Source: an optimization exercise on an open RTL-to-GDS flow (aim: small area). Production flows keep margins and buffers that such runs may drop. Function was checked by simulation only, so behaviour that the tests miss may differ from the original. No activity file was given, so power comes from the tool's default toggle rates.

## design/flow/flow/run.sh

```bash
#!/bin/bash
# Standard ORFS layout, with two changes:
#  1. after the standard synthesis, its combinational cells are re-mapped for area by
#     abc (flip-flops untouched: same instances, names and cell types);
#  2. ports are buffered with the smallest buffer (every port still gets one).
set -euo pipefail
F=$(cd "$(dirname "$0")" && pwd)
R=$PWD/orfs/results/$FLOW_PLATFORM/pacman_game/base
L=$PWD/orfs/logs/$FLOW_PLATFORM/pacman_game/base
LIB=$(ls $FLOW_HOME/platforms/$FLOW_PLATFORM/lib/sky130_fd_sc_hd__tt_025C_1v80.lib)
bash standard.sh synth > std_synth.log 2>&1
cp $R/1_2_yosys.v std_1_2_yosys.v
grep -o -- "-dont_use [A-Za-z0-9_]*" $L/1_2_yosys.log | sort -u > dont_use_args.txt
bash $F/resynth.ys.sh std_1_2_yosys.v resynth.v $F/abc_area.script dont_use_args.txt $LIB > resynth.log 2>&1
cp resynth.v $R/1_2_yosys.v
touch $R/1_2_yosys.v
bash standard.sh "BUFFER_PORTS_ARGS=-buffer_cell sky130_fd_sc_hd__buf_1" finish > std_layout.log 2>&1
```

## design/flow/flow/abc_area.script

```
strash
&get -n
&deepsyn -T 60
&put
dch -f
amap
topo
```

## design/flow/flow/resynth.ys.sh

```bash
#!/bin/bash
# Re-maps the combinational cells of the standard synthesis netlist for area with abc.
# The flip-flop instances (names, cell types, connections) are left exactly as they are;
# the steps after abc are those of ORFS's synth.tcl (splitnets, tie cells, pass-through buffers).
# usage: resynth.ys.sh IN.v OUT.v ABCSCRIPT DONTUSE_ARGS_FILE LIB
IN=$1; OUT=$2; S=$3; DU=$4; LIB=$5
seq=$(grep -oE "sky130_fd_sc_hd__(df|edf|sdf|dl|sedf)[a-z0-9_]*" "$IN" | sort -u | tr '\n' ' ')
du=$(tr '\n' ' ' < "$DU")
yosys -p "read_liberty -ignore_miss_func $LIB; read_verilog $IN; blackbox $seq; hierarchy -top $FLOW_TOP; flatten; rename -hide w:_*_.*; opt_clean -purge; delete $seq; read_liberty -lib $LIB; hierarchy -top $FLOW_TOP; abc -script $S -liberty $LIB $du; setundef -zero; splitnets; opt_clean -purge; hilomap -singleton -hicell sky130_fd_sc_hd__conb_1 HI -locell sky130_fd_sc_hd__conb_1 LO; insbuf -buf sky130_fd_sc_hd__buf_4 A X; hierarchy -top $FLOW_TOP; check -assert -mapped; stat -liberty $LIB; write_verilog -noattr -nohex -nodec $OUT"
```

## design/flow/standard.sh

```bash
#!/bin/bash
# synth_recipe.tcl (not shown) runs the flow's synth.tcl, then flattens the netlist and writes it again
# the make line also repeats each setting of config.mk as NAME=value (left out here)
make -C /OpenROAD-flow-scripts/flow DESIGN_CONFIG=/design/flow/config.mk WORK_HOME=/design/flow/orfs CLKGATE_MAP_FILE= SYNTH_SCRIPT=/design/flow/synth_recipe.tcl "${@:-finish}"
```

## design/flow/config.mk

```make
export PLATFORM = sky130hd
export DESIGN_NAME = pacman_game
export DESIGN_NICKNAME = pacman_game
export VERILOG_FILES = /design/flow/design.v
export SDC_FILE = /design/flow/constraint.sdc
export NUM_CORES = 4
export LEC_CHECK = 0
export CAP_MARGIN = 20
export CORE_MARGIN = 2
export CORE_UTILIZATION = 50
export CTS_CLUSTER_DIAMETER = 150
export CTS_CLUSTER_SIZE = 40
export GPL_TIMING_DRIVEN = 0
export SLEW_MARGIN = 20
```

## design/flow/constraint.sdc

```tcl
create_clock -name core_clock -period 25.0 [get_ports {clk}]
set_input_delay 5.0000 -clock core_clock [delete_from_list [all_inputs] [get_ports {clk}]]
set_output_delay 5.0000 -clock core_clock [all_outputs]
set_load 0.01 [all_outputs]
```

## design/flow/design.v

```verilog
module stepper #(parameter int W = 9) (
    input  logic [W-1:0] v,
    input  logic         en,
    input  logic         dn,
    output logic [W-1:0] q
);
    logic [W:0] c;
    assign c[0] = en;
    for (genvar i = 0; i < W; i++) begin : g_bit
        assign q[i] = v[i] ^ c[i];
        assign c[i+1] = c[i] & (v[i] ^ dn);
    end
endmodule
module cmp #(parameter int W = 9) (
    input  logic [W-1:0] a,
    input  logic [W-1:0] b,
    output logic         lt,
    output logic         gt
);
    logic [W:0] l, g;
    assign l[0] = 1'b0;
    assign g[0] = 1'b0;
    for (genvar i = 0; i < W; i++) begin : g_bit
        assign l[i+1] = (a[i] ^ b[i]) ? b[i] : l[i];
        assign g[i+1] = (a[i] ^ b[i]) ? a[i] : g[i];
    end
    assign lt = l[W];
    assign gt = g[W];
endmodule
module sub #(parameter int W = 10) (
    input  logic [W-1:0] a,
    input  logic [W-1:0] b,
    output logic [W-1:0] d
);
    logic [W:0] c;
    assign c[0] = 1'b1;
    for (genvar i = 0; i < W; i++) begin : g_bit
        assign d[i] = a[i] ^ ~b[i] ^ c[i];
        assign c[i+1] = (a[i] & ~b[i]) | (a[i] & c[i]) | (~b[i] & c[i]);
    end
endmodule
module cmpc #(parameter int W = 10) (
    input  logic [W-1:0] a,
    input  logic [W-1:0] b,
    input  logic         cin,
    output logic         gt
);
    logic [W:0] g;
    assign g[0] = cin;
    for (genvar i = 0; i < W; i++) begin : g_bit
        assign g[i+1] = (a[i] ^ b[i]) ? a[i] : g[i];
    end
    assign gt = g[W];
endmodule
module pacman (
    input  logic       clk,
    input  logic       reset,
    input  logic       frame_en,
    input  logic       home,         
    input  logic [7:0] keycode,
    output logic [9:0] x,
    output logic [9:0] y,
    output logic [2:0] mn            
);
    logic [8:0] X, Y;
    logic [2:0] m, l, ln;
    pac_maze u_maze (.X(X), .Y({1'b0, Y}), .m(m), .l(l), .ph(1'b0), .eat(1'b0), .mn(mn));
    always_comb begin
        ln = l;
        case (keycode)
            8'h1A: ln = 3'b111;
            8'h16: ln = 3'b110;
            8'h04: ln = 3'b101;
            8'h07: ln = 3'b100;
            default: ;
        endcase
    end
    logic [8:0] Xs, Ys;
    stepper #(9) u_sx (.v(X), .en(frame_en & mn[2] & !mn[1]), .dn(mn[0]), .q(Xs));
    stepper #(9) u_sy (.v(Y), .en(frame_en & mn[2] &  mn[1]), .dn(mn[0]), .q(Ys));
    always_ff @(posedge clk) begin
        if (reset || (frame_en && home)) begin
            X <= 9'd321;
            Y <= 9'd307;
            m <= 3'b000;
            l <= 3'b000;
        end else begin
            X <= Xs;
            Y <= Ys;
            if (frame_en) begin
                m <= mn;
                l <= ln;
            end
        end
    end
    assign x = {1'b0, X};
    assign y = {1'b0, Y};
endmodule
module pac_maze(input logic [8:0] X, input logic [9:0] Y, input logic [2:0] m, input logic [2:0] l, input logic ph, input logic eat, output logic [2:0] mn);
    logic yr, xc, rh, ch;
    logic [3:0] k;
    assign yr = (Y[2:0] == 3'd3);
    assign xc = (X[2:0] == 3'd4);
    assign rh = (Y == 10'd131) | (Y == 10'd163) | (Y == 10'd187) | (Y == 10'd211) | (Y == 10'd235) | (Y == 10'd259) | (Y == 10'd283) | (Y == 10'd307) | (Y == 10'd331) | (Y == 10'd355);
    assign ch = (X == 9'd220) | (X == 9'd236) | (X == 9'd260) | (X == 9'd284) | (X == 9'd308) | (X == 9'd332) | (X == 9'd356) | (X == 9'd380) | (X == 9'd404) | (X == 9'd420);
    assign k[0] = (~ch) |
        (~rh) |
        (~X[8] & Y[5]) |
        (X[4] & ~X[5] & ~X[6] & ~Y[3] & ~Y[4]) |
        (X[5] & ~Y[4] & ~Y[5] & ~Y[8]) |
        (X[5] & ~X[6] & ~Y[5] & ~Y[7]) |
        (X[4] & Y[3] & Y[4] & ~Y[8]) |
        (~X[3] & ~X[4] & ~X[7] & Y[5] & ~Y[7]) |
        (X[3] & X[4] & X[8] & Y[6] & ~Y[7]) |
        (~X[3] & X[6] & ~Y[4] & Y[7]) |
        (~X[4] & ~X[8] & Y[4]) |
        (X[3] & ~X[6] & ~Y[3] & ~Y[6]) |
        (~X[6] & ~Y[5] & ~Y[6] & ~Y[8]) |
        (~X[3] & X[6] & Y[4] & Y[6]) |
        (~X[3] & Y[3] & ~Y[4] & Y[5]) |
        (~X[6] & X[7] & Y[4] & ~Y[5]) |
        (X[3] & ~X[4] & ~Y[4] & ~Y[6] & Y[8]);
    assign k[1] = (X[5] & ~X[6] & Y[3] & ~Y[5] & rh & ch) |
        (~X[5] & X[6] & Y[3] & ~Y[7] & rh & ch) |
        (X[3] & X[5] & ~Y[3] & Y[4] & rh & ch) |
        (~X[3] & ~X[5] & ~Y[3] & Y[4] & rh & ch) |
        (~X[5] & ~X[8] & ~Y[4] & Y[7] & rh & ch) |
        (X[4] & X[5] & Y[3] & Y[5] & rh & ch) |
        (~X[4] & ~X[5] & Y[3] & ~Y[8] & rh & ch) |
        (~X[5] & ~X[6] & ~Y[3] & ~Y[5] & Y[8] & rh & ch) |
        (~X[4] & ~X[6] & X[7] & ~Y[3] & Y[7] & rh & ch) |
        (X[2] & X[5] & X[6] & ~Y[4] & ~Y[6] & ~Y[7] & rh) |
        (~X[5] & ~X[6] & Y[6] & Y[7] & rh & ch) |
        (~X[4] & X[5] & Y[6] & ~Y[8] & rh & ch) |
        (~X[5] & X[6] & ~Y[5] & ~Y[6] & Y[7] & rh & ch) |
        (X[5] & ~X[6] & ~Y[5] & ~Y[6] & Y[7] & rh & ch);
    assign k[2] = (~ch) |
        (~rh) |
        (X[7] & ~Y[5] & ~Y[6]) |
        (~X[4] & ~X[8] & Y[5]) |
        (~X[5] & X[6] & ~Y[4] & ~Y[5]) |
        (~X[3] & X[4] & X[7] & Y[5]) |
        (X[5] & ~X[6] & ~Y[5] & ~Y[7]) |
        (~X[5] & X[6] & ~X[7] & Y[3]) |
        (X[3] & ~X[6] & ~Y[3] & Y[6]) |
        (~X[4] & X[5] & ~Y[5] & Y[7]) |
        (~X[3] & ~X[5] & ~Y[3] & ~Y[4] & Y[5]) |
        (X[4] & ~X[6] & ~Y[5] & ~Y[6] & ~Y[8]) |
        (X[5] & X[6] & ~Y[3] & ~Y[4] & Y[6]) |
        (~X[3] & X[4] & Y[3] & Y[7]) |
        (~X[4] & ~X[5] & Y[4] & ~Y[5] & ~Y[7]) |
        (X[4] & X[6] & Y[4] & ~Y[5] & ~Y[7]) |
        (X[3] & X[5] & ~Y[3] & Y[5] & ~Y[8]);
    assign k[3] = (~X[5] & ~X[8] & Y[5] & Y[8] & xc & rh) |
        (X[4] & X[6] & ~X[7] & ~Y[5] & Y[6] & rh & ch) |
        (~X[4] & X[7] & X[8] & ~Y[3] & ~Y[7] & rh & ch) |
        (~X[5] & ~X[6] & ~X[7] & Y[3] & Y[6] & ~Y[7] & xc & rh) |
        (X[3] & X[4] & ~X[5] & Y[3] & ~Y[6] & Y[7] & rh & ch) |
        (~X[4] & X[5] & X[8] & Y[3] & Y[5] & ~Y[6] & rh & ch) |
        (~X[4] & ~X[6] & Y[4] & Y[6] & rh & ch) |
        (~X[4] & ~X[5] & ~X[6] & ~Y[3] & ~Y[5] & Y[8] & rh) |
        (X[4] & X[5] & X[6] & ~Y[4] & ~Y[6] & Y[8] & rh) |
        (~X[3] & X[6] & Y[3] & Y[6] & ~Y[7] & yr & ch);
    assign mn[0] = (~k[0] & ~k[1] & l[0]) |
        (~k[0] & ~k[2] & ~k[3] & l[0]) |
        (~k[1] & ~k[3] & ~m[1] & l[0] & ~l[1]) |
        (k[1] & k[3] & m[0]) |
        (k[0] & m[0] & m[1] & l[0] & ~l[1]) |
        (k[0] & k[1] & ~k[2] & l[0] & l[1]) |
        (~k[1] & k[3] & l[0] & l[1]) |
        (~k[1] & k[2] & m[0] & l[0]) |
        (k[0] & k[1] & k[2] & l[0] & ~l[1]) |
        (~k[0] & k[1] & ~k[2] & m[0] & ~l[1]) |
        (~k[0] & ~k[2] & m[0] & ~m[1] & l[1]) |
        (~k[1] & ~m[0] & m[1] & l[0] & l[1]) |
        (~k[1] & m[0] & ~m[1] & l[0] & l[1]) |
        (k[0] & k[2] & m[0] & ~m[1] & l[1]) |
        (k[0] & ~k[1] & k[2] & m[0] & m[1] & ~l[1]);
    assign mn[1] = (k[1] & ~k[2] & l[1]) |
        (~k[0] & ~k[1] & l[0] & l[1]) |
        (k[0] & ~k[1] & k[2] & m[1]) |
        (~k[0] & k[2] & ~l[0] & l[1]) |
        (k[1] & k[3]) |
        (k[0] & ~k[2] & ~k[3] & ~l[0] & l[1]) |
        (k[3] & l[0] & l[1]) |
        (k[1] & ~l[0] & l[1]) |
        (k[0] & k[1] & ~k[2] & m[1] & l[0]) |
        (~k[0] & k[1] & ~k[2] & m[1] & ~l[0]);
    assign mn[2] = (~k[1] & ~k[3] & ~l[1] & l[2]) |
        (k[1] & ~k[2] & m[1]) |
        (~k[1] & k[2] & m[2]) |
        (~k[0] & ~k[2] & l[0]) |
        (k[1] & ~l[0] & l[1]) |
        (~k[2] & ~k[3] & ~m[1] & m[2] & l[1]) |
        (k[0] & ~k[2] & ~l[0] & ~l[1]) |
        (~k[0] & k[2] & ~l[0]) |
        (k[3] & l[0] & l[1]) |
        (k[0] & k[2] & l[0] & ~l[1]) |
        (k[0] & ~k[2] & ~k[3] & ~l[0]) |
        (k[1] & ~k[2] & l[1]);
endmodule
module clyde (
    input  logic       clk,
    input  logic       reset,
    input  logic       frame_en,
    input  logic       over,         
    input  logic       hit,          
    input  logic       eat_time,
    input  logic       pac_home,     
    input  logic [8:0] pacX,
    input  logic [8:0] pacY,
    output logic [9:0] x,
    output logic [9:0] y
);
    logic [8:0] X;
    logic [9:0] Y;
    logic [2:0] m, l, ln, mn;
    logic [1:0] slow;
    clyde_maze u_maze (.X(X), .Y(Y), .m(m), .l(l), .ph(pac_home), .eat(eat_time), .mn(mn));
    logic [10:0] dy;             
    logic [8:0]  dx;             
    logic sy, sx, zy, zx, vert;
    logic [9:0]  ay;             
    logic [7:0]  ax;             
    sub #(11) u_dy (.a({1'b0, Y}), .b({2'b00, pacY}), .d(dy));
    sub #(9)  u_dx (.a(X), .b(pacX), .d(dx));
    assign sy = dy[10];
    assign sx = dx[8];
    assign zy = (dy == 11'd0);
    assign zx = (dx == 9'd0);
    assign ay = dy[9:0] ^ {10{sy}};
    stepper #(8) u_ax (.v(dx[7:0] ^ {8{sx}}), .en(sx), .dn(1'b0), .q(ax));
    cmpc #(10) u_cv (.a(ay), .b({2'b00, ax}), .cin(sy), .gt(vert));
    always_comb begin
        ln = l;
        if (!zy && !zx) ln = vert ? {2'b11, !sy} : {2'b10, !sx};
    end
    logic step;
    logic [8:0] Xs;
    logic [9:0] Ys;
    assign step = frame_en & (slow != 2'd0) & mn[2];
    stepper #(9) u_sx (.v(X), .en(step & !mn[1]), .dn(mn[0]), .q(Xs));
    stepper #(10) u_sy (.v(Y), .en(step &  mn[1]), .dn(mn[0]), .q(Ys));
    always_ff @(posedge clk) begin
        if (reset || (frame_en && over)) begin
            X <= 9'd336;
            Y <= 10'd235;
            m <= 3'b000;
            l <= 3'b000;
            slow <= 2'd0;
        end else if (frame_en && hit) begin
            X <= 9'd336;
            Y <= 10'd235;
            m <= 3'b000;
            l <= 3'b000;
        end else begin
            X <= Xs;
            Y <= Ys;
            if (frame_en) begin
                if (slow == 2'd0) slow <= 2'd1;
                else begin
                    slow <= (slow == 2'd1) ? 2'd2 : 2'd0;
                    m <= mn;
                    l <= ln;
                end
            end
        end
    end
    assign x = {1'b0, X};
    assign y = Y;
endmodule
module clyde_maze(input logic [8:0] X, input logic [9:0] Y, input logic [2:0] m, input logic [2:0] l, input logic ph, input logic eat, output logic [2:0] mn);
    logic yr, xc, rh, ch;
    logic [3:0] k;
    assign yr = (Y[2:0] == 3'd3);
    assign xc = (X[2:0] == 3'd4);
    assign rh = (Y == 10'd131) | (Y == 10'd163) | (Y == 10'd187) | (Y == 10'd211) | (Y == 10'd235) | (Y == 10'd259) | (Y == 10'd283) | (Y == 10'd307) | (Y == 10'd331) | (Y == 10'd355);
    assign ch = (X == 9'd220) | (X == 9'd236) | (X == 9'd260) | (X == 9'd284) | (X == 9'd308) | (X == 9'd332) | (X == 9'd356) | (X == 9'd380) | (X == 9'd404) | (X == 9'd420);
    assign k[0] = (X[5] & ~X[6] & Y[5] & ~Y[7] & rh & ch) |
        (~X[4] & X[8] & Y[3] & ~Y[6] & Y[7] & rh & ch) |
        (X[4] & ~X[8] & ~Y[5] & rh & ch) |
        (X[4] & ~X[6] & Y[6] & ~Y[8] & rh & ch) |
        (~X[4] & X[6] & Y[3] & Y[6] & ~Y[7] & rh & ch) |
        (X[3] & ~X[4] & ~X[7] & Y[4] & ~Y[6] & rh & ch) |
        (~X[3] & ~X[6] & Y[4] & Y[5] & ~Y[7] & rh & ch) |
        (~X[3] & ~X[5] & Y[3] & Y[6] & ~Y[7] & rh & ch) |
        (~X[0] & ~X[1] & ~X[2] & ~X[3] & ~X[4] & ~X[5] & Y[6] & ~Y[8] & rh) |
        (X[4] & ~Y[4] & Y[6] & ~Y[8] & rh & ch) |
        (X[4] & X[5] & Y[5] & ~Y[6] & Y[8] & rh & ch) |
        (~X[4] & X[5] & ~Y[4] & ~Y[6] & ~Y[7] & rh & ch) |
        (X[3] & ~X[6] & ~Y[3] & ~Y[5] & Y[8] & rh & ch) |
        (~X[5] & X[6] & ~Y[5] & ~Y[6] & Y[7] & rh & ch) |
        (X[3] & ~X[4] & X[8] & Y[6] & ~Y[7] & rh & ch);
    assign k[1] = (~rh) |
        (~Y[6] & ~ch) |
        (~Y[7] & ~ch) |
        (X[1]) |
        (X[0]) |
        (X[2] & ~X[3] & Y[6]) |
        (X[3] & ~ch) |
        (X[5] & Y[4] & ~Y[8]) |
        (~X[6] & ~Y[4] & ~Y[5]) |
        (~X[4] & Y[5] & Y[8]) |
        (X[3] & ~X[5] & ~Y[3] & Y[8]) |
        (~X[4] & ~X[8]) |
        (~X[3] & X[4] & ~X[6] & Y[3]) |
        (X[4] & X[8] & ~Y[4] & ~Y[7]) |
        (X[5] & ~Y[5] & ~Y[8]) |
        (X[5] & ~X[6] & Y[8]) |
        (~X[4] & Y[5] & Y[6]) |
        (X[4] & X[6] & Y[4] & Y[7]) |
        (X[5] & ~xc) |
        (X[4] & Y[3] & ~Y[6] & Y[7]) |
        (~X[5] & ~X[6] & X[7] & ~Y[4]);
    assign k[2] = (~X[5] & ~X[8] & xc & rh) |
        (X[4] & ~X[6] & ~X[7] & Y[3] & rh & ch) |
        (X[5] & ~X[6] & ~Y[4] & Y[7] & rh & ch) |
        (~X[4] & X[6] & X[8] & Y[4] & ~Y[5] & rh & ch) |
        (~X[5] & X[6] & ~Y[6] & Y[7] & rh & ch) |
        (X[5] & Y[3] & ~Y[4] & Y[7] & rh & ch) |
        (X[5] & ~X[6] & Y[3] & ~Y[5] & rh & ch) |
        (X[4] & X[6] & Y[4] & Y[5] & rh & ch) |
        (~X[3] & ~X[5] & ~Y[3] & Y[4] & ~Y[6] & rh & ch) |
        (X[3] & X[8] & ~Y[4] & ~Y[5] & Y[6] & rh & ch) |
        (~X[8] & ~Y[3] & ~Y[6] & Y[8] & rh & ch) |
        (X[3] & ~X[6] & Y[4] & ~Y[5] & rh & ch) |
        (X[3] & ~X[6] & ~Y[5] & ~Y[7] & rh & ch) |
        (~X[6] & Y[3] & Y[5] & Y[6] & rh & ch);
    assign k[3] = (~X[5] & ~X[8] & rh & ch) |
        (X[5] & X[7] & X[8] & xc & rh) |
        (~X[7] & ~Y[5] & Y[6] & ~Y[7] & rh & ch) |
        (~X[3] & X[6] & Y[5] & ~Y[6] & rh & ch) |
        (X[4] & ~X[5] & ~Y[3] & Y[4] & rh & ch) |
        (~X[6] & ~X[7] & Y[3] & Y[5] & ~Y[6] & rh & ch) |
        (~X[4] & X[5] & ~Y[3] & Y[4] & rh & ch) |
        (~X[5] & X[6] & Y[3] & ~Y[6] & rh & ch) |
        (~X[4] & ~X[5] & ~Y[5] & ~Y[6] & ~Y[8] & rh & ch) |
        (X[4] & X[5] & ~Y[4] & ~Y[5] & ~Y[8] & rh & ch) |
        (X[5] & ~X[6] & Y[3] & rh & ch) |
        (X[3] & ~X[6] & Y[5] & ~Y[6] & rh & ch) |
        (~X[3] & X[6] & ~Y[3] & ~Y[6] & Y[8] & rh & ch) |
        (~X[0] & ~X[1] & ~X[2] & ~X[3] & ~X[4] & Y[5] & Y[6] & ~Y[8] & rh);
    assign mn[0] = (k[0] & k[1] & k[3]) |
        (~k[0] & k[2] & l[0] & l[1]) |
        (~k[0] & ~k[1] & ~k[3] & m[2] & l[0]) |
        (~k[2] & k[3] & l[0] & ~l[1]) |
        (k[0] & ~k[1] & ~k[2] & ~k[3] & ~l[0]) |
        (~k[1] & k[2] & ~k[3] & l[0]) |
        (~k[0] & k[1] & ~k[2] & ~k[3] & m[0]) |
        (k[0] & k[1] & l[0] & l[1]) |
        (k[2] & k[3] & ~m[0] & ~m[1] & ~l[1]) |
        (k[1] & m[0] & m[1] & l[0]) |
        (k[0] & ~k[2] & k[3] & l[0]) |
        (k[0] & k[1] & ~k[2] & l[0]) |
        (~k[0] & ~k[1] & k[2] & m[1] & l[0]) |
        (~m[2] & ~ph & ~eat) |
        (k[0] & k[1] & m[0] & l[0]) |
        (~k[0] & m[0] & ~m[1] & l[0] & l[1]) |
        (k[0] & k[1] & ~k[2] & m[1] & l[1]) |
        (k[0] & k[2] & ~m[0] & ~m[1] & ~l[1]) |
        (k[0] & k[1] & ~k[2] & m[0] & l[1]) |
        (k[0] & ~k[2] & k[3] & m[0] & ~l[1]) |
        (k[1] & k[2] & k[3] & m[0] & m[1] & ~l[1]) |
        (~k[1] & k[2] & ~k[3] & m[0] & m[1] & ~l[1]) |
        (~k[1] & k[2] & ~k[3] & m[0] & ~m[1] & l[1]);
    assign mn[1] = (k[0] & k[2] & ~k[3] & l[1]) |
        (~k[1] & k[3] & ~l[0] & l[1]) |
        (k[0] & k[1] & k[3] & m[0]) |
        (~m[0] & m[1] & l[0] & l[1]) |
        (k[1] & k[2] & ~k[3] & l[0]) |
        (~k[0] & k[1] & ~k[2] & ~k[3] & m[1]) |
        (~k[0] & ~k[1] & ~k[2] & ~k[3] & m[2] & l[1]) |
        (~k[0] & ~k[1] & k[2] & l[0] & l[1]) |
        (k[0] & k[1] & l[0] & l[1]) |
        (k[1] & k[2] & ~k[3] & l[1]) |
        (k[0] & ~k[1] & k[2] & ~k[3] & ~l[0]) |
        (k[0] & ~k[1] & ~k[2] & k[3] & ~l[0]) |
        (~k[0] & ~k[2] & k[3] & ~l[0] & l[1]) |
        (k[0] & ~k[2] & k[3] & l[0] & l[1]) |
        (m[1] & ~l[2]) |
        (k[1] & m[0] & m[1] & ~l[0] & l[1]) |
        (k[2] & k[3] & ~m[0] & ~m[1] & ~l[0] & l[1]) |
        (k[1] & k[2] & m[0] & ~m[1] & l[0] & l[1]);
    assign mn[2] = (m[2]) |
        (~ph & ~eat);
endmodule
module stinky (
    input  logic       clk,
    input  logic       reset,
    input  logic       frame_en,
    input  logic       over,         
    input  logic       hit,          
    input  logic       eat_time,
    input  logic       pac_home,     
    input  logic [8:0] pacX,
    input  logic [8:0] pacY,
    output logic [9:0] x,
    output logic [9:0] y
);
    logic [8:0] X;
    logic [8:0] Y;
    logic [2:0] m, l, ln, mn;
    logic [1:0] slow;
    stinky_maze u_maze (.X(X), .Y({1'b0, Y}), .m(m), .l(l), .ph(pac_home), .eat(eat_time), .mn(mn));
    logic ylt, ygt, xlt, xgt;    
    cmp #(9) u_cy (.a(pacY), .b(Y), .lt(ylt), .gt(ygt));
    cmp #(9) u_cx (.a(pacX), .b(X), .lt(xlt), .gt(xgt));
    always_comb begin
        ln = l;
        if (ylt)       ln = {2'b11, !eat_time};
        else if (ygt)  ln = {2'b11, eat_time};
        else if (xgt)  ln = {2'b10, eat_time};
        else if (xlt)  ln = {2'b10, !eat_time};
    end
    logic step;
    logic [8:0] Xs;
    logic [8:0] Ys;
    assign step = frame_en & (slow != 2'd0) & mn[2];
    stepper #(9) u_sx (.v(X), .en(step & !mn[1]), .dn(mn[0]), .q(Xs));
    stepper #(9) u_sy (.v(Y), .en(step &  mn[1]), .dn(mn[0]), .q(Ys));
    always_ff @(posedge clk) begin
        if (reset || (frame_en && over)) begin
            X <= 9'd304;
            Y <= 9'd235;
            m <= 3'b000;
            l <= 3'b000;
            slow <= 2'd0;
        end else if (frame_en && hit) begin
            X <= 9'd304;
            Y <= 9'd235;
            m <= 3'b000;
            l <= 3'b000;
        end else begin
            X <= Xs;
            Y <= Ys;
            if (frame_en) begin
                if (slow == 2'd0) slow <= 2'd1;
                else begin
                    slow <= (slow == 2'd1) ? 2'd2 : 2'd0;
                    m <= mn;
                    l <= ln;
                end
            end
        end
    end
    assign x = {1'b0, X};
    assign y = {1'b0, Y};
endmodule
module stinky_maze(input logic [8:0] X, input logic [9:0] Y, input logic [2:0] m, input logic [2:0] l, input logic ph, input logic eat, output logic [2:0] mn);
    logic yr, xc, rh, ch;
    logic [3:0] k;
    assign yr = (Y[2:0] == 3'd3);
    assign xc = (X[2:0] == 3'd4);
    assign rh = (Y == 10'd131) | (Y == 10'd163) | (Y == 10'd187) | (Y == 10'd211) | (Y == 10'd235) | (Y == 10'd259) | (Y == 10'd283) | (Y == 10'd307) | (Y == 10'd331) | (Y == 10'd355);
    assign ch = (X == 9'd220) | (X == 9'd236) | (X == 9'd260) | (X == 9'd284) | (X == 9'd308) | (X == 9'd332) | (X == 9'd356) | (X == 9'd380) | (X == 9'd404) | (X == 9'd420);
    assign k[0] = (X[6] & Y[5] & ~Y[6] & ~Y[7] & rh & ch) |
        (X[5] & ~X[6] & Y[3] & ~Y[7] & rh & ch) |
        (X[3] & X[4] & X[8] & Y[3] & ~Y[4] & rh & ch) |
        (X[5] & ~X[6] & ~Y[5] & Y[7] & rh & ch) |
        (~X[6] & ~X[7] & Y[4] & ~Y[6] & Y[7] & rh & ch) |
        (~X[5] & X[6] & Y[5] & ~Y[7] & rh & ch) |
        (~X[3] & X[4] & X[5] & Y[5] & Y[8] & rh & ch) |
        (X[3] & X[4] & ~X[5] & Y[4] & Y[5] & rh & ch) |
        (~X[0] & ~X[1] & ~X[2] & ~X[3] & ~X[4] & ~X[5] & Y[6] & ~Y[8] & rh) |
        (X[5] & ~X[8] & Y[3] & Y[6] & rh & ch) |
        (~X[3] & X[6] & ~Y[3] & Y[4] & rh & ch) |
        (~X[3] & X[6] & ~Y[3] & ~Y[5] & Y[8] & rh & ch) |
        (X[5] & X[7] & X[8] & ~Y[3] & Y[7] & rh & ch) |
        (X[4] & ~X[6] & Y[3] & ~Y[4] & ~Y[7] & rh & ch);
    assign k[1] = (~X[4] & ~X[5] & Y[3] & Y[8] & rh & ch) |
        (~X[4] & X[5] & X[8] & Y[4] & Y[5] & rh & ch) |
        (X[4] & ~X[8] & ~Y[5] & rh & ch) |
        (X[4] & ~X[5] & ~X[6] & ~Y[3] & Y[4] & rh & ch) |
        (~X[4] & ~X[5] & ~Y[4] & ~Y[5] & Y[7] & rh & ch) |
        (X[4] & X[6] & ~X[7] & ~Y[4] & ~Y[6] & ~Y[8] & rh & ch) |
        (~X[3] & ~X[4] & ~X[7] & ~Y[3] & Y[5] & ~Y[8] & rh & ch) |
        (~X[0] & ~X[1] & ~X[2] & ~X[3] & ~X[4] & ~X[5] & Y[6] & ~Y[8] & rh) |
        (~X[5] & X[6] & X[8] & Y[3] & rh & ch) |
        (X[4] & X[6] & Y[4] & ~Y[5] & ~Y[6] & rh & ch) |
        (X[5] & X[7] & X[8] & ~Y[3] & Y[6] & rh & ch) |
        (~X[4] & ~X[7] & Y[3] & Y[6] & ~Y[7] & rh & ch) |
        (X[3] & ~X[6] & ~Y[3] & Y[5] & ~Y[6] & rh & ch) |
        (~X[0] & ~X[1] & ~X[3] & X[5] & ~X[6] & ~Y[4] & Y[6] & Y[7] & ~ch);
    assign k[2] = (~xc & ~rh) |
        (~X[4] & X[6] & ~X[7] & ~Y[3] & Y[5] & ~Y[6] & rh & ch) |
        (X[4] & ~X[6] & ~X[7] & ~Y[3] & Y[5] & ~Y[6] & rh & ch) |
        (X[3] & ~X[4] & ~X[5] & ~Y[3] & Y[6] & rh & ch) |
        (X[4] & X[5] & ~X[6] & ~Y[3] & Y[6] & rh & ch) |
        (X[3] & ~X[6] & Y[4] & ~Y[7] & rh & ch) |
        (~X[4] & ~X[8] & Y[3] & Y[6] & rh & ch) |
        (~X[3] & X[4] & ~X[5] & Y[3] & ~Y[4] & rh & ch) |
        (~X[4] & X[5] & ~X[7] & Y[4] & Y[8] & rh & ch) |
        (X[3] & X[5] & X[8] & ~Y[5] & ~Y[6] & ~Y[8] & rh & ch) |
        (~X[4] & ~X[6] & ~X[7] & ~Y[5] & ~Y[6] & ~Y[8] & rh & ch);
    assign k[3] = (xc & ~rh) |
        (~Y[6] & ~ch) |
        (~Y[7] & ~ch) |
        (X[0] & Y[4]) |
        (X[5] & X[6] & ~ch) |
        (~X[5] & ~X[6] & ~ch) |
        (X[1] & Y[4]) |
        (X[7] & Y[4]) |
        (~X[4] & X[5] & ~Y[3] & Y[6]) |
        (X[4] & ~X[5] & ~Y[5] & ~Y[8]) |
        (X[5] & ~X[6] & ~Y[4] & ~Y[5]) |
        (X[3] & ~X[4] & ~Y[5] & ~Y[6]) |
        (~X[5] & ~X[6] & ~Y[3] & Y[6]) |
        (~X[7] & Y[3] & ~Y[4] & Y[8]) |
        (~X[3] & X[4] & Y[3] & Y[4]) |
        (X[4] & X[6] & ~Y[3] & Y[6]) |
        (~X[5] & X[6] & Y[3] & rh) |
        (~X[3] & X[6] & ~Y[5] & Y[7] & xc) |
        (X[3] & ~Y[5] & ~xc) |
        (~X[6] & Y[4] & ~xc) |
        (X[5] & ~X[8] & ~Y[3]) |
        (~X[3] & X[4] & ~X[5] & ~Y[8]) |
        (~X[4] & X[5] & Y[4] & Y[7]) |
        (X[3] & ~X[6] & Y[4] & Y[7]) |
        (~X[4] & ~X[6] & ~Y[4] & ~Y[7]) |
        (X[3] & X[6] & ~Y[3] & ~Y[5] & ~Y[7]);
    assign mn[0] = (~k[1] & k[2] & l[0]) |
        (k[1] & ~k[2] & ~k[3] & m[2] & l[0]) |
        (k[1] & k[3] & ~m[0]) |
        (~k[1] & m[0] & m[1] & l[0]) |
        (k[2] & l[0] & ~l[1]) |
        (k[0] & ~k[1] & ~k[3] & l[0]) |
        (~k[0] & ~k[1] & k[3] & m[0]) |
        (k[0] & m[0] & l[0] & l[1]) |
        (~k[1] & k[2] & m[0] & l[1]) |
        (k[0] & k[3] & l[0] & l[1]) |
        (k[0] & ~k[1] & m[0] & m[1] & ~l[1]) |
        (k[0] & k[3] & ~m[0] & ~m[1] & ~l[1]) |
        (~k[3] & m[0] & ~m[1] & l[0] & l[1]) |
        (~k[1] & k[2] & m[0] & m[1]) |
        (~k[1] & ~m[2] & l[0] & l[1]) |
        (k[0] & k[2] & ~m[0] & m[1] & l[1]) |
        (~k[3] & ~m[0] & m[1] & l[0] & l[1]);
    assign mn[1] = (~k[0] & ~k[1] & k[3] & m[1]) |
        (~k[0] & ~k[2] & ~k[3] & m[0] & l[1]) |
        (k[0] & ~k[1] & ~k[2] & ~k[3] & l[1]) |
        (~k[1] & k[2] & l[0] & l[1]) |
        (k[1] & k[2] & ~l[0] & l[1]) |
        (k[0] & k[1] & k[3]) |
        (~m[0] & m[1] & l[0] & l[1]) |
        (~k[1] & k[2] & m[0] & m[1]) |
        (~k[0] & k[1] & ~k[2] & ~k[3] & m[2] & l[1]) |
        (~k[1] & ~m[2] & l[1]) |
        (~k[0] & ~k[1] & ~k[2] & m[1] & l[0]) |
        (k[3] & m[0] & m[1] & ~l[0] & l[1]) |
        (k[0] & ~k[1] & ~k[2] & ~k[3] & m[1] & ~l[0]) |
        (~k[1] & ~k[2] & ~k[3] & m[1] & l[1]) |
        (k[1] & k[3] & ~m[0] & l[0] & l[1]) |
        (~k[0] & k[1] & m[0] & ~l[0] & l[1]) |
        (k[0] & k[3] & m[0] & ~m[1] & l[0] & l[1]) |
        (k[0] & k[3] & ~m[0] & ~m[1] & ~l[0] & l[1]);
    assign mn[2] = (m[1]) |
        (k[1] & m[2]) |
        (k[3]) |
        (k[2]) |
        (~k[1] & l[1]) |
        (~k[0] & ~k[1] & ~l[0]) |
        (k[0] & l[0]) |
        (k[1] & ~ph & ~eat) |
        (~m[0] & m[2] & l[0]);
endmodule
module tinky (
    input  logic       clk,
    input  logic       reset,
    input  logic       frame_en,
    input  logic       over,         
    input  logic       hit,          
    input  logic       eat_time,
    input  logic       pac_home,     
    input  logic [8:0] pacX,
    input  logic [8:0] pacY,
    output logic [9:0] x,
    output logic [9:0] y
);
    logic [8:0] X;
    logic [9:0] Y;
    logic [2:0] m, l, ln, mn;
    logic [1:0] slow;
    tinky_maze u_maze (.X(X), .Y(Y), .m(m), .l(l), .ph(pac_home), .eat(eat_time), .mn(mn));
    logic ylt, ygt, xlt, xgt;    
    cmp #(10) u_cy (.a({1'b0, pacY}), .b(Y), .lt(ylt), .gt(ygt));
    cmp #(9) u_cx (.a(pacX), .b(X), .lt(xlt), .gt(xgt));
    always_comb begin
        ln = l;
        if (xgt)       ln = {2'b10, eat_time};
        else if (xlt)  ln = {2'b10, !eat_time};
        else if (ylt)  ln = {2'b11, !eat_time};
        else if (ygt)  ln = 3'b110;
    end
    logic step;
    logic [8:0] Xs;
    logic [9:0] Ys;
    assign step = frame_en & (slow != 2'd0) & mn[2];
    stepper #(9) u_sx (.v(X), .en(step & !mn[1]), .dn(mn[0]), .q(Xs));
    stepper #(10) u_sy (.v(Y), .en(step &  mn[1]), .dn(mn[0]), .q(Ys));
    always_ff @(posedge clk) begin
        if (reset || (frame_en && over)) begin
            X <= 9'd320;
            Y <= 10'd235;
            m <= 3'b000;
            l <= 3'b000;
            slow <= 2'd0;
        end else if (frame_en && hit) begin
            X <= 9'd320;
            Y <= 10'd235;
            m <= 3'b000;
            l <= 3'b000;
        end else begin
            X <= Xs;
            Y <= Ys;
            if (frame_en) begin
                if (slow == 2'd0) slow <= 2'd1;
                else begin
                    slow <= (slow == 2'd1) ? 2'd2 : 2'd0;
                    m <= mn;
                    l <= ln;
                end
            end
        end
    end
    assign x = {1'b0, X};
    assign y = Y;
endmodule
module tinky_maze(input logic [8:0] X, input logic [9:0] Y, input logic [2:0] m, input logic [2:0] l, input logic ph, input logic eat, output logic [2:0] mn);
    logic yr, xc, rh, ch;
    logic [3:0] k;
    assign yr = (Y[2:0] == 3'd3);
    assign xc = (X[2:0] == 3'd4);
    assign rh = (Y == 10'd131) | (Y == 10'd163) | (Y == 10'd187) | (Y == 10'd211) | (Y == 10'd235) | (Y == 10'd259) | (Y == 10'd283) | (Y == 10'd307) | (Y == 10'd331) | (Y == 10'd355);
    assign ch = (X == 9'd220) | (X == 9'd236) | (X == 9'd260) | (X == 9'd284) | (X == 9'd308) | (X == 9'd332) | (X == 9'd356) | (X == 9'd380) | (X == 9'd404) | (X == 9'd420);
    assign k[0] = (~X[4] & X[8] & Y[3] & Y[7] & rh & ch) |
        (~X[5] & X[6] & Y[3] & ~Y[5] & rh & ch) |
        (~X[4] & X[5] & ~X[6] & Y[5] & rh & ch) |
        (X[5] & X[6] & X[8] & Y[4] & Y[5] & rh & ch) |
        (X[4] & ~X[5] & ~X[6] & ~Y[3] & Y[4] & rh & ch) |
        (X[3] & X[4] & ~X[5] & ~Y[4] & Y[5] & ~Y[8] & rh & ch) |
        (~X[4] & ~X[7] & Y[3] & ~Y[4] & rh & ch) |
        (~X[4] & ~X[5] & ~Y[4] & ~Y[5] & Y[7] & rh & ch) |
        (X[4] & X[6] & ~Y[5] & ~Y[6] & Y[7] & rh & ch) |
        (~X[0] & ~X[1] & ~X[2] & ~X[3] & ~X[4] & ~X[5] & Y[6] & ~Y[8] & rh) |
        (Y[3] & ~Y[4] & ~Y[8] & rh & ch) |
        (~X[3] & X[6] & Y[5] & ~Y[6] & rh & ch) |
        (~X[4] & X[5] & ~Y[3] & ~Y[5] & ~Y[7] & rh & ch);
    assign k[1] = (Y[3] & Y[5] & Y[6] & rh & ch) |
        (X[4] & X[6] & X[8] & Y[4] & ~Y[6] & rh & ch) |
        (~X[3] & ~X[5] & ~X[7] & Y[5] & ~Y[6] & rh & ch) |
        (X[4] & X[6] & ~Y[3] & Y[5] & ~Y[8] & rh & ch) |
        (~X[5] & X[6] & Y[5] & Y[6] & ~Y[8] & rh) |
        (~X[4] & ~X[6] & ~X[7] & Y[4] & Y[8] & rh & ch) |
        (~X[4] & ~X[6] & ~Y[4] & Y[5] & ~Y[6] & rh & ch) |
        (~X[3] & X[6] & ~Y[3] & ~Y[5] & ~Y[7] & rh & ch) |
        (X[3] & ~X[6] & ~Y[3] & ~Y[5] & Y[8] & rh & ch);
    assign k[2] = (Y[2] & Y[7] & ~Y[8] & ~Y[9]) |
        (~Y[6] & ~Y[7] & Y[8] & ~Y[9] & ~rh) |
        (~Y[5] & ~Y[7] & Y[8] & ~Y[9] & ~rh) |
        (Y[6] & Y[7] & ~Y[8] & ~Y[9] & ~rh) |
        (Y[4] & Y[7] & ~Y[8] & ~Y[9] & ~rh) |
        (X[3] & X[4] & Y[5] & Y[7] & ch) |
        (Y[3] & Y[7] & ~Y[8] & ~Y[9] & ~rh) |
        (X[4] & X[5] & Y[3] & ch) |
        (~X[4] & ~X[6] & ~Y[4] & ~Y[8] & ch) |
        (Y[5] & Y[7] & ~Y[8] & ~Y[9] & ~rh) |
        (~Y[2] & ~Y[3] & ~Y[4] & ~Y[7] & Y[8] & ~Y[9] & ~yr) |
        (X[4] & ~X[8] & Y[5] & ch) |
        (X[5] & ~X[6] & Y[3] & ~Y[5] & ch) |
        (~X[3] & X[6] & Y[6] & ~Y[8] & ch) |
        (X[4] & X[5] & ~Y[4] & ~Y[5] & Y[7] & ch) |
        (~X[4] & X[5] & X[6] & Y[4] & Y[5] & ~Y[7] & ch) |
        (X[3] & ~X[6] & Y[3] & ~Y[4] & ch) |
        (X[3] & ~X[6] & Y[4] & Y[5] & ch) |
        (~X[3] & ~X[4] & ~Y[4] & Y[5] & Y[7] & ch) |
        (~X[4] & ~X[6] & Y[4] & ~Y[5] & ~Y[6] & ch) |
        (~X[0] & ~X[1] & ~X[3] & ~X[4] & ~X[5] & Y[4] & Y[6] & ~xc & rh);
    assign k[3] = (~X[3] & X[5] & Y[4] & ~Y[5] & rh & ch) |
        (~X[5] & ~X[8] & Y[5] & rh & ch) |
        (X[4] & X[5] & Y[4] & Y[5] & rh & ch) |
        (X[4] & X[8] & Y[3] & ~Y[4] & Y[6] & Y[8] & yr & ch) |
        (X[3] & ~X[4] & X[8] & ~Y[3] & Y[5] & rh & ch) |
        (~X[4] & Y[5] & Y[6] & Y[7] & rh & ch) |
        (X[3] & ~X[6] & Y[3] & Y[4] & rh & ch) |
        (X[2] & X[5] & ~X[6] & X[7] & ~Y[5] & rh) |
        (~X[3] & X[4] & X[5] & Y[7] & rh & ch) |
        (~X[3] & ~X[4] & ~X[5] & Y[4] & Y[5] & rh & ch) |
        (~X[8] & ~Y[3] & Y[4] & rh & ch) |
        (X[5] & ~X[8] & Y[3] & Y[6] & yr & ch) |
        (X[3] & ~X[6] & ~Y[5] & ~Y[7] & rh & ch) |
        (~X[3] & X[4] & X[5] & Y[6] & rh & ch) |
        (~X[5] & X[6] & ~Y[3] & Y[6] & rh & ch) |
        (~X[3] & X[6] & ~Y[5] & ~Y[6] & Y[8] & rh & ch) |
        (~X[0] & ~X[1] & ~X[2] & ~X[3] & ~X[4] & ~X[5] & Y[4] & Y[6] & rh);
    assign mn[0] = (k[1] & k[2] & ~k[3] & l[0]) |
        (~k[1] & k[3] & l[0] & ~l[1]) |
        (~k[2] & k[3] & l[0] & l[1]) |
        (k[0] & ~k[1] & ~k[2] & ~m[0]) |
        (~k[0] & ~k[2] & ~k[3] & m[0]) |
        (~k[1] & k[3] & m[0] & ~m[1] & l[1]) |
        (k[1] & k[3] & m[0] & m[1] & l[0]) |
        (k[0] & k[2] & ~k[3] & l[0] & ~l[1]) |
        (k[1] & ~k[2] & ~k[3] & ~ph & ~eat) |
        (~k[2] & k[3] & ~m[1] & l[0]) |
        (k[1] & k[2] & l[0] & l[1]) |
        (k[0] & ~k[1] & k[3] & m[0] & l[1]) |
        (k[1] & ~k[2] & ~k[3] & m[0] & ph) |
        (~k[0] & k[2] & k[3] & ~m[0] & m[1] & l[1]) |
        (k[0] & ~k[2] & k[3] & l[0]) |
        (~k[0] & k[2] & ~k[3] & l[0] & l[1]) |
        (k[1] & k[3] & ~m[0] & ~m[1] & ~l[1]) |
        (~k[0] & ~k[1] & ~k[3] & m[0] & ~l[1]) |
        (k[2] & m[0] & ~m[1] & l[0] & l[1]) |
        (k[0] & ~k[2] & k[3] & m[0] & ~l[1]) |
        (k[0] & k[1] & k[2] & ~k[3] & m[0] & ~l[1]);
    assign mn[1] = (k[1] & k[2] & l[1]) |
        (~k[0] & ~k[1] & ~k[3] & m[1]) |
        (k[1] & k[3] & l[1]) |
        (~k[0] & k[2] & l[1]) |
        (k[0] & ~k[1] & ~k[2] & l[1]) |
        (k[2] & k[3] & m[1] & l[1]) |
        (~k[0] & k[3] & l[0] & l[1]) |
        (k[2] & ~k[3] & ~l[0] & l[1]) |
        (k[1] & ~k[2] & ~k[3] & m[1] & ph) |
        (k[1] & ~k[2] & ~k[3] & ~ph & ~eat) |
        (k[0] & ~k[2] & k[3] & ~l[0]) |
        (~k[0] & k[1] & ~k[2] & l[0]) |
        (k[1] & k[2] & k[3] & l[0]) |
        (k[0] & k[1] & k[2] & ~k[3] & ~l[0]) |
        (k[0] & ~k[1] & ~k[2] & m[0] & l[0]) |
        (k[0] & ~k[1] & ~k[2] & ~m[0] & ~l[0]) |
        (~k[0] & ~k[1] & m[0] & m[1] & ~l[0]) |
        (~k[0] & ~k[1] & k[2] & ~m[0] & m[1] & l[0]) |
        (~k[0] & k[2] & k[3] & ~m[0] & ~m[1] & ~l[0]) |
        (~k[0] & ~k[1] & k[2] & m[0] & ~m[1] & l[0]);
    assign mn[2] = (~m[1] & m[2]) |
        (k[2] & ~l[1]) |
        (k[1] & k[3]) |
        (~k[0] & ~k[3]) |
        (k[3] & l[0]) |
        (k[2] & ~l[0]) |
        (k[0] & ~k[1] & ~k[2]) |
        (k[1] & m[2] & ph) |
        (k[1] & ~ph & ~eat) |
        (k[3] & ~l[1]) |
        (k[1] & k[2]);
endmodule
module collision (
    input  logic [8:0] pac_x,
    input  logic [8:0] pac_y,
    input  logic [8:0] clyde_x,
    input  logic [9:0] clyde_y,
    input  logic [8:0] stinky_x,
    input  logic [8:0] stinky_y,
    input  logic [8:0] tinky_x,
    input  logic [9:0] tinky_y,
    input  logic       eat_time,
    output logic [3:0] collide
);
    logic hc, hs, ht;
    assign hc = (pac_x[8:3] == clyde_x[8:3])  && ({1'b0, pac_y[8:3]} == clyde_y[9:3]);
    assign hs = (pac_x[8:3] == stinky_x[8:3]) && (pac_y[8:3] == stinky_y[8:3]);
    assign ht = (pac_x[8:3] == tinky_x[8:3])  && ({1'b0, pac_y[8:3]} == tinky_y[9:3]);
    always_comb begin
        if (eat_time) collide = hc ? 4'b1000 : hs ? 4'b0100 : ht ? 4'b0010 : 4'b0000;
        else          collide = {3'b000, hc | hs | ht};
    end
endmodule
module lives (
    input  logic       clk,
    input  logic       reset,
    input  logic       en,
    input  logic       touch,        
    output logic [3:0] livesout,
    output logic       lost
);
    logic [1:0] n;
    logic stop;
    always_ff @(posedge clk) begin
        if (reset) begin
            n <= 2'd3;
            lost <= 1'b0;
            stop <= 1'b0;
        end else if (en) begin
            if (n == 2'd0) lost <= 1'b1;
            else if (touch && !stop) begin
                n <= n - 2'd1;
                stop <= 1'b1;
            end else stop <= 1'b0;
        end
    end
    assign livesout = {2'b00, n};
endmodule
module scorereg (
    input  logic        clk,
    input  logic        reset,
    input  logic        scoreUpdate,
    output logic [11:0] scoreout,
    output logic [3:0]  cien,
    output logic [3:0]  diez,
    output logic [3:0]  uno,
    output logic        won
);
    logic [11:0] nxt;
    logic wrap, c1, c2;
    assign {wrap, nxt} = {1'b0, scoreout} + {12'd0, scoreUpdate};
    assign c1 = scoreUpdate & uno[3] & uno[0];
    assign c2 = c1 & diez[3] & diez[0];
    always_ff @(posedge clk) begin
        if (reset || wrap) begin
            uno <= 4'd0; diez <= 4'd0; cien <= 4'd0;
        end else begin
            uno <= c1 ? 4'd0 : uno + {3'd0, scoreUpdate};
            diez <= c2 ? 4'd0 : diez + {3'd0, c1};
            cien <= cien + {3'd0, c2};
        end
        if (reset) begin
            scoreout <= 12'd0;
            won <= 1'b0;
        end else begin
            scoreout <= nxt;
            if (scoreUpdate && scoreout[11:1] == 11'h0ef) won <= 1'b1;
        end
    end
endmodule
module eat_counter (
    input  logic clk,
    input  logic reset,
    input  logic en,
    output logic eat_time,
    output logic white
);
    localparam logic [1:0] IDLE = 2'd0, RUNNING = 2'd1, DONE = 2'd2;
    logic [1:0]  state;
    logic [10:0] counter;
    logic run;
    assign run = (state == RUNNING);
    always_ff @(posedge clk) begin
        if (reset) counter <= 11'd0;
        else counter <= en ? 11'd0 : counter + {10'd0, run};
    end
    always_ff @(posedge clk) begin
        if (reset) begin
            state <= IDLE;
            eat_time <= 1'b0;
            white <= 1'b0;
        end else begin
            case (state)
                IDLE: if (en) state <= RUNNING;
                RUNNING: begin
                    eat_time <= 1'b1;
                    white <= (counter >= 11'd1300 && counter <= 11'd1400) ||
                             (counter >= 11'd1500 && counter <= 11'd1600) ||
                             (counter >= 11'd1700 && counter <= 11'd1800) ||
                             (counter >= 11'd1900 && counter <= 11'd2000);
                    if (!en && counter == 11'd2000) state <= DONE;
                end
                default: if (!en) begin
                    state <= IDLE;
                    eat_time <= 1'b0;
                    white <= 1'b0;
                end
            endcase
        end
    end
endmodule
module pacman_fsm (
    input  logic       clk,
    input  logic       reset,
    input  logic [2:0] mn,           
    input  logic       won,
    output logic       tick,
    output logic [3:0] pac_code
);
    localparam logic [3:0] CIRCLE = 4'd0, UP_CLOSE = 4'd1, UP_OPEN = 4'd2,
        RIGHT_CLOSE = 4'd3, RIGHT_OPEN = 4'd4, DOWN_CLOSE = 4'd5, DOWN_OPEN = 4'd6,
        LEFT_CLOSE = 4'd7, LEFT_OPEN = 4'd8;
    logic [4:0] counter;
    logic [3:0] state, nxt;
    logic opened;
    assign tick = (counter == 5'd20);
    assign opened = (state == UP_OPEN) || (state == DOWN_OPEN) ||
                    (state == LEFT_OPEN) || (state == RIGHT_OPEN);
    always_comb begin
        if (won || !mn[2]) nxt = CIRCLE;
        else if (!mn[1] && mn[0])
            nxt = (opened || state == UP_CLOSE) ? LEFT_CLOSE : LEFT_OPEN;
        else if (!mn[1]) nxt = opened ? RIGHT_CLOSE : RIGHT_OPEN;
        else if (mn[0])  nxt = opened ? UP_CLOSE : UP_OPEN;
        else             nxt = opened ? DOWN_CLOSE : DOWN_OPEN;
    end
    always_ff @(posedge clk) begin
        if (reset) begin
            counter <= 5'd0;
            state <= CIRCLE;
            pac_code <= 4'd0;
        end else begin
            counter <= tick ? 5'd0 : counter + 5'd1;
            if (tick) state <= nxt;
            pac_code <= state;
        end
    end
endmodule
module ghost_fsm (
    input  logic       clk,
    input  logic       reset,
    input  logic       tick,
    output logic [1:0] ghost_code
);
    logic second, g0;
    always_ff @(posedge clk) begin
        if (reset) begin
            second <= 1'b0;
            g0 <= 1'b0;
        end else begin
            if (tick) second <= !second;
            g0 <= second;
        end
    end
    assign ghost_code = {1'b0, g0};
endmodule
module pacman_game (
    input  logic        clk,
    input  logic        reset,
    input  logic        frame_tick,
    input  logic [7:0]  keycode,
    input  logic        pellet,
    input  logic        power_pellet,
    output logic [9:0]  pac_x,
    output logic [9:0]  pac_y,
    output logic [9:0]  clyde_x,
    output logic [9:0]  clyde_y,
    output logic [9:0]  stinky_x,
    output logic [9:0]  stinky_y,
    output logic [9:0]  tinky_x,
    output logic [9:0]  tinky_y,
    output logic [3:0]  collide,
    output logic [3:0]  lives,
    output logic        lost,
    output logic        won,
    output logic [11:0] score,
    output logic [3:0]  score_hundreds,
    output logic [3:0]  score_tens,
    output logic [3:0]  score_ones,
    output logic        eat_time,
    output logic        white,
    output logic [3:0]  pac_code,
    output logic [1:0]  ghost_code
);
    logic [2:0] pac_mn;
    logic over, touch, tick, pac_home;
    assign pac_home = (pac_x == 10'd321) && (pac_y == 10'd307);
    assign over  = won | lost;
    assign touch = (collide == 4'b0001);
    pacman u_pacman (
        .clk(clk), .reset(reset), .frame_en(frame_tick), .home(over | touch),
        .keycode(keycode), .x(pac_x), .y(pac_y), .mn(pac_mn)
    );
    clyde u_clyde (
        .clk(clk), .reset(reset), .frame_en(frame_tick), .over(over),
        .hit(touch | collide[3]), .eat_time(eat_time), .pac_home(pac_home),
        .pacX(pac_x[8:0]), .pacY(pac_y[8:0]), .x(clyde_x), .y(clyde_y)
    );
    stinky u_stinky (
        .clk(clk), .reset(reset), .frame_en(frame_tick), .over(over),
        .hit(touch | collide[2]), .eat_time(eat_time), .pac_home(pac_home),
        .pacX(pac_x[8:0]), .pacY(pac_y[8:0]), .x(stinky_x), .y(stinky_y)
    );
    tinky u_tinky (
        .clk(clk), .reset(reset), .frame_en(frame_tick), .over(over),
        .hit(touch | collide[1]), .eat_time(eat_time), .pac_home(pac_home),
        .pacX(pac_x[8:0]), .pacY(pac_y[8:0]), .x(tinky_x), .y(tinky_y)
    );
    collision u_collision (
        .pac_x(pac_x[8:0]), .pac_y(pac_y[8:0]),
        .clyde_x(clyde_x[8:0]), .clyde_y(clyde_y),
        .stinky_x(stinky_x[8:0]), .stinky_y(stinky_y[8:0]),
        .tinky_x(tinky_x[8:0]), .tinky_y(tinky_y),
        .eat_time(eat_time), .collide(collide)
    );
    lives u_lives (
        .clk(clk), .reset(reset), .en(frame_tick), .touch(touch),
        .livesout(lives), .lost(lost)
    );
    scorereg u_score (
        .clk(clk), .reset(reset), .scoreUpdate(pellet), .scoreout(score),
        .cien(score_hundreds), .diez(score_tens), .uno(score_ones), .won(won)
    );
    eat_counter u_eat (
        .clk(clk), .reset(reset), .en(power_pellet),
        .eat_time(eat_time), .white(white)
    );
    pacman_fsm u_pac_anim (
        .clk(clk), .reset(reset), .mn(pac_mn), .won(won),
        .tick(tick), .pac_code(pac_code)
    );
    ghost_fsm u_ghost_anim (
        .clk(clk), .reset(reset), .tick(tick), .ghost_code(ghost_code)
    );
endmodule
```

==> reports/metrics.cfg, run 1 <==
[worst_setup_path]
r2r_setup_slack_ns = 16.94
crit_path_start_kind = register
worst_setup_path_endpoint = collide[2]
path_max_fanout = 13
timing.critical_path.from = u_pacman.X[5]
cp_required_ns = 20.00
worstSetupEndpointType = output pin
timing.rr.end = u_clyde.Y[9]
critPathArrivalTime_ns = 3.96
regToRegStartpoint = u_clyde.Y[7]
worst_r2r_path_depth = 26
crit_type = register to output pin

[hold_path]
worstHoldPathCells = 1
path_class_of_the_lowest_slack_min_delay_path = register to register

[grt]
grt_antenna_before_repair = 0
track_usage_pct = 32.3
grt_first_pass_wirelength_um = 69000
grt_pass1_vias = 13527
grt_start_max_net_pins = 21
grt_overflow = 0

[sta]
clock.fmax_mhz = 112
report.final.setup_viol = 0
fin_setup_tns_ns = 0
final_worst_path_cycle_share_pct = 35.8
post-route-min-period_ns = 8.96
setup_repair_after_global_routing_missed_its_margin = no
timing.clock.skew_ns = 0.0103
hold_viol_final = 0
fin_ws_ns = 16.04
max-slew-margin-rel_pct = 15.2
pin_slew_with_the_least_headroom_to_its_limit_ns = 1.24
drv_slew = 0

[route]
vias = 14955
drt_first_pass_iters = 8
postRouteAntennaNets = 0
drt-wirelength-per-cell_um = 18.0
drt_iter0_drc = 1807
postRouteWirelength_um = 43400
drc_errors = 0
via_density_per_instance = 6.21

[job]
max-cap-violations = 0

[place]
detailedPlace.worstSlack_ns = 15.66
gp_congestion = 0.982
hpwl_um = 31500
dpl.cell_count = 2376
detailed_place.area_mm2 = 0.0132
io_buffers = 125

[floorplan]
top_level_ports = 135
initial_core_util_pct = 50.6
placeable_core_area_mm2 = 0.0242
num_rows = 57
die_y_um = 161
die-width_um = 161
fp.dieArea_mm2 = 0.0258

[layout]
sequential_cell_area_mm2 = 0.00322
antenna_cells_inserted = 0
layout-drive-gt1-share_pct = 5.28
most_common_cell_after_layout_fill_and_taps_aside = sky130_fd_sc_hd__nor2_1
final-instance-count-excl-fill = 2408
highest_count_cells_in_the_layout_ignoring_fill_and_taps = sky130_fd_sc_hd__nor2_1, sky130_fd_sc_hd__clkinv_1, sky130_fd_sc_hd__dfxtp_1
num-fill-cells = 2428
multiInputGateArea_mm2 = 0.00754
area.growth.synth_to_final_pct = 12.8
finish.instance_area_mm2 = 0.0139
num-nets-final = 2084

[synthesis]
netlist_area_mm2 = 0.0123
syn_inst = 1917
avgSynthCellArea_um2 = 6.41
yosysWarningCount = 10

[clock_network]
clock_latency_ns = 0.44
clk_root_buffer_cell = sky130_fd_sc_hd__clkbuf_16
postCtsSetupBuffers = 0
cts_made_buffers = 17
cts.reportedPaths.clkPinSlew_ns = 0.08
quantity_of_hold_fixing_buffers_added_after_cts = 0
cts_tree = done
htreeDepth = 4
clock_tree_buffer_depth = 2
post_cts_resize_count = 0
cts.sinks = 161

[outcome]
run_status = timing/DRC/antenna clean

[power_and_ir_drop]
power.leakage_nw = 4.74
powerDensity_mw_per_mm2 = 77.2
peakVddDrop_v = 0.0000572

## metrics by stage
| stage | hold WS (ns) | power (mW) | utilization, % |
|---|---|---|---|
| 2_1_floorplan | 0.398 | 0.650 | - |
| 4_1_cts | 0.434 | 1.06 | 57.1 |
| 3_3_place_gp | 0.406 | 0.779 | 54.4 |
| 3_5_place_dp | 0.423 | 0.779 | 54.5 |
| 6_report | 0.431 | 1.07 | 57.1 |
| 5_1_grt | 0.459 | 1.13 | 57.1 |
## registers in the layout, indices dropped and copies added, names as in the netlist, 3 cells and up
signal               cells
u_score.diez             4
u_stinky.X               9
u_clyde.Y               10
u_pacman.m               3
u_stinky.m               3
u_tinky.Y               10
u_stinky.Y               9
u_clyde.X                9
u_clyde.m                3
u_pacman.Y               9
u_score.scoreout        12
u_clyde.l                3
u_pac_anim.counter       5
u_eat.counter           11
u_tinky.X                9
u_pac_anim.pac_code      4
u_pacman.l               3
u_score.cien             4
u_pacman.X               9
u_tinky.m                3
u_score.uno              4
u_pac_anim.state         4
## per-layer routing
layer  part of all wire, %  track usage, %  vias to the layer above
met4                   3.0            11.5                        0
li1                      -               -                     7247
met5                     0               0                        -
met2                    45            53.3                      820
met3                   9.4            6.53                      132
met1                    42            42.1                     6756
## where the power goes
part	switching (mW)	internal [mW]	total, mW
Clock	0.142	0.138	0.280
Combinational	0.310	0.151	0.461
Sequential	0.0490	0.280	0.329
## worst min-delay path by stage
stage | from | to | slack, ns
floorplan | u_ghost_anim.second | u_ghost_anim.second | 0.40
global placement | u_ghost_anim.second | u_ghost_anim.second | 0.41
detailed placement | u_ghost_anim.second | u_ghost_anim.second | 0.42
CTS | u_ghost_anim.second | u_ghost_anim.second | 0.43
global route | u_ghost_anim.second | u_ghost_anim.second | 0.46
finish | u_ghost_anim.second | u_ghost_anim.second | 0.43
## cell type report
type / instances / area share (%)
multi-input combinational: 1419 / 54.4
inverter: 274 / 7.42
buffer: 71 / 3.85
clock buffer: 17 / 3.07
sequential: 161 / 23.3
tap: 324 / 2.93
timing repair buffer: 127 / 3.55
clock inverter: 15 / 1.49
## critical path, stage by stage, from the launching register on
cell and delay (ns):
sky130_fd_sc_hd__dfxtp_1 0.72, sky130_fd_sc_hd__clkinv_1 0.54, sky130_fd_sc_hd__nor2_1 0.24, sky130_fd_sc_hd__nor3_1 0.07, sky130_fd_sc_hd__a221oi_1 0.24, sky130_fd_sc_hd__nor2_1 0.07
sky130_fd_sc_hd__a221oi_1 0.27, sky130_fd_sc_hd__o21ai_0 0.20, sky130_fd_sc_hd__nor4_1 0.44, sky130_fd_sc_hd__clkinv_1 0.16, sky130_fd_sc_hd__nor3_1 0.34, sky130_fd_sc_hd__buf_1 0.24
==> run 2: changes to the inputs <==
--- a/design/flow/config.mk
+++ b/design/flow/config.mk
@@ -9,6 +9,6 @@
 export CORE_MARGIN = 2
 export CORE_UTILIZATION = 50
-export CTS_CLUSTER_DIAMETER = 150
-export CTS_CLUSTER_SIZE = 40
+export CTS_BUF_LIST = sky130_fd_sc_hd__clkbuf_8 sky130_fd_sc_hd__clkbuf_16
+export CTS_CLUSTER_SIZE = 20
 export GPL_TIMING_DRIVEN = 0
 export SLEW_MARGIN = 20
==> run 2 against run 1 <==
Against the previous run:
- largest power group unchanged
- total power unchanged
- maximum frequency did not move
- highest routed layer unchanged
- still clean
- synthesized cell count unchanged
- hold slack is the same
- first-iteration DRC count unchanged
- routed wire length unchanged
- worst setup slack is the same
- register-to-register slack is essentially flat
- core utilization unchanged
- global-route usage unchanged
==> reports/metrics.cfg, run 2 <==
[clock_network]
cts_tree = done
postCtsSetupBuffers = 0  ; unchanged
cts.reportedPaths.clkPinSlew_ns = 0.08  ; about the same
cts_made_buffers = 17  ; unchanged
clk_root_buffer_cell = sky130_fd_sc_hd__clkbuf_16
quantity_of_hold_fixing_buffers_added_after_cts = 0  ; unchanged
cts.sinks = 161  ; unchanged
clock_tree_buffer_depth = 2  ; unchanged
clock_latency_ns = 0.44  ; about the same
htreeDepth = 4  ; unchanged
post_cts_resize_count = 0  ; unchanged

[floorplan]
die-width_um = 161  ; unchanged
fp.dieArea_mm2 = 0.0258  ; unchanged
top_level_ports = 135  ; unchanged
die_y_um = 161  ; unchanged
placeable_core_area_mm2 = 0.0242  ; unchanged
initial_core_util_pct = 50.6  ; unchanged
num_rows = 57  ; unchanged

[synthesis]
netlist_area_mm2 = 0.0123  ; unchanged
yosysWarningCount = 10  ; unchanged
avgSynthCellArea_um2 = 6.41  ; unchanged
syn_inst = 1917  ; unchanged

[sta]
timing.clock.skew_ns = 0.0103  ; unchanged
final_worst_path_cycle_share_pct = 35.8  ; unchanged
report.final.setup_viol = 0  ; unchanged
pin_slew_with_the_least_headroom_to_its_limit_ns = 1.24  ; unchanged
clock.fmax_mhz = 112  ; unchanged
setup_repair_after_global_routing_missed_its_margin = no
fin_setup_tns_ns = 0  ; unchanged
post-route-min-period_ns = 8.96  ; unchanged
max-slew-margin-rel_pct = 15.2  ; unchanged
fin_ws_ns = 16.04  ; unchanged
drv_slew = 0  ; unchanged
hold_viol_final = 0  ; unchanged

[worst_setup_path]
worst_r2r_path_depth = 26  ; unchanged
cp_required_ns = 20.00  ; about the same
regToRegStartpoint = u_clyde.Y[7]
timing.critical_path.cells = clkinv_1 > nor2_1 > nor3_1 > a221oi_1 > nor2_1 > a221oi_1 > o21ai_0 > nor4_1 > clkinv_1 > nor3_1 > buf_1
worstSetupEndpointType = output pin
slowest_delay_ns = 0.72  ; about the same
path_max_fanout = 13  ; unchanged
crit_type = register to output pin
timing.rr.end = u_clyde.Y[9]
cell_family_with_the_largest_share_of_critical_path_delay = simple AND/OR/NAND/NOR gates
critical_path_s_slowest_cell = sky130_fd_sc_hd__dfxtp_1
worstPathBufferInverterCount = 3  ; unchanged
crit_path_start_kind = register
critPathArrivalTime_ns = 3.96  ; about the same
r2r_setup_slack_ns = 16.94  ; about the same

[route]
drt_first_pass_iters = 8  ; unchanged
vias = 14955  ; unchanged
drt-wirelength-per-cell_um = 18.0  ; unchanged
postRouteWirelength_um = 43400  ; unchanged
via_density_per_instance = 6.21  ; unchanged
postRouteAntennaNets = 0  ; unchanged
drt_iter0_drc = 1807  ; unchanged
drc_errors = 0  ; unchanged

[place]
io_buffers = 125  ; unchanged
detailedPlace.worstSlack_ns = 15.66  ; unchanged
hpwl_um = 31500  ; unchanged
gp_congestion = 0.982  ; unchanged

[layout]
max_reg_flops = 12  ; unchanged
num-nets-final = 2084  ; unchanged
largest-register = u_score.scoreout
highest_count_cells_in_the_layout_ignoring_fill_and_taps = sky130_fd_sc_hd__nor2_1, sky130_fd_sc_hd__clkinv_1, sky130_fd_sc_hd__dfxtp_1
largest_regs = u_score.scoreout (12), u_eat.counter (11)
area.growth.synth_to_final_pct = 12.8  ; unchanged
layout-drive-gt1-share_pct = 5.28  ; unchanged
antenna_cells_inserted = 0  ; unchanged
most_common_cell_after_layout_fill_and_taps_aside = sky130_fd_sc_hd__nor2_1

[power_and_ir_drop]
seq_power_share_pct = 30.7  ; about the same
clockPowerShare_pct = 26.2  ; about the same
powerDensity_mw_per_mm2 = 77.2  ; unchanged
power.leakage_nw = 4.74  ; unchanged
peakVddDrop_v = 0.0000572  ; unchanged
power_consumption_mw = 1.07  ; unchanged
power.combinational.fraction_pct = 43.1  ; about the same
power.internal_mw = 0.569  ; unchanged
switch_share_pct = 46.8  ; unchanged
total_switching_power_mw = 0.501  ; unchanged

[hold_path]
hold_end = u_ghost_anim.second
path_class_of_the_lowest_slack_min_delay_path = register to register
worstHoldPathCells = 1  ; unchanged
min-delay-start = u_ghost_anim.second

[grt]
grt_overflow = 0  ; unchanged
grt_pass1_vias = 13527  ; unchanged
grt_first_pass_wirelength_um = 69000  ; unchanged
track_usage_pct = 32.3  ; unchanged
grt_antenna_before_repair = 0  ; unchanged
grt_start_max_net_pins = 21  ; unchanged

[job]
max-cap-violations = 0  ; unchanged

[outcome]
run_status = timing/DRC/antenna clean

## run 2: per-stage QoR
step / hold WS (ns) / cells / util, % / instance area (um^2)
after floorplan: 0.398 / 1925 / - / 12300
after global placement: 0.406 / 2374 / 54.4 / 13200
after detailed placement: 0.423 / 2376 / 54.5 / 13200
after CTS: 0.434 / 2408 / 57.1 / 13900
after global routing: 0.459 / 2408 / 57.1 / 13900
final: 0.431 / 2408 / 57.1 / 13900
## run 2: power groups by stage
| stage | Clock (mW) | Combinational, mW | Sequential (mW) |
|---|---|---|---|
| 2_1_floorplan | 0 | 0.334 | 0.316 |
| 3_3_place_gp | 0 | 0.445 | 0.333 |
| 3_5_place_dp | 0 | 0.446 | 0.333 |
| 4_1_cts | 0.282 | 0.448 | 0.327 |
| 5_1_grt | 0.294 | 0.505 | 0.333 |
| 6_report | 0.280 | 0.461 | 0.329 |
## run 2: final cells by class
class	count	area [um^2]
fill	2428	10400
multi-input combinational	1419	7540
sequential	161	3220
inverter	274	1030
buffer	71	533
timing repair buffer	127	492
clock buffer	17	425
tap	324	405
clock inverter	15	206
## run 2: routing by layer
metal | vias up | routed length [um] | track usage (%)
met5 | - | 0 | 0
met4 | 0 | 1290 | 11.5
met3 | 132 | 4090 | 6.53
met2 | 820 | 19600 | 53.3
met1 | 6756 | 18400 | 42.1
li1 | 7247 | - | -
## run 2: worst max-delay path by stage
stage | slack (ns) | to | startpoint | cells past startpoint
floorplan | 17.41 | u_clyde.Y[9] | frame_tick | 14
CTS | 16.12 | u_stinky.m[2] | reset | 13
finish | 16.04 | collide[2] | u_pacman.X[5] | 11
global placement | 14.64 | u_stinky.m[2] | reset | 12
detailed placement | 15.66 | u_stinky.m[2] | reset | 13
global route | 15.80 | u_clyde.Y[9] | frame_tick | 15

Check on run 2: ideal ports give 16.038 ns setup slack; a clkbuf_16 on the clock port and buf_2 on the inputs give 15.988 ns; moving port delays by the midpoint clock arrival (0.489 ns) as well gives 15.678 ns.
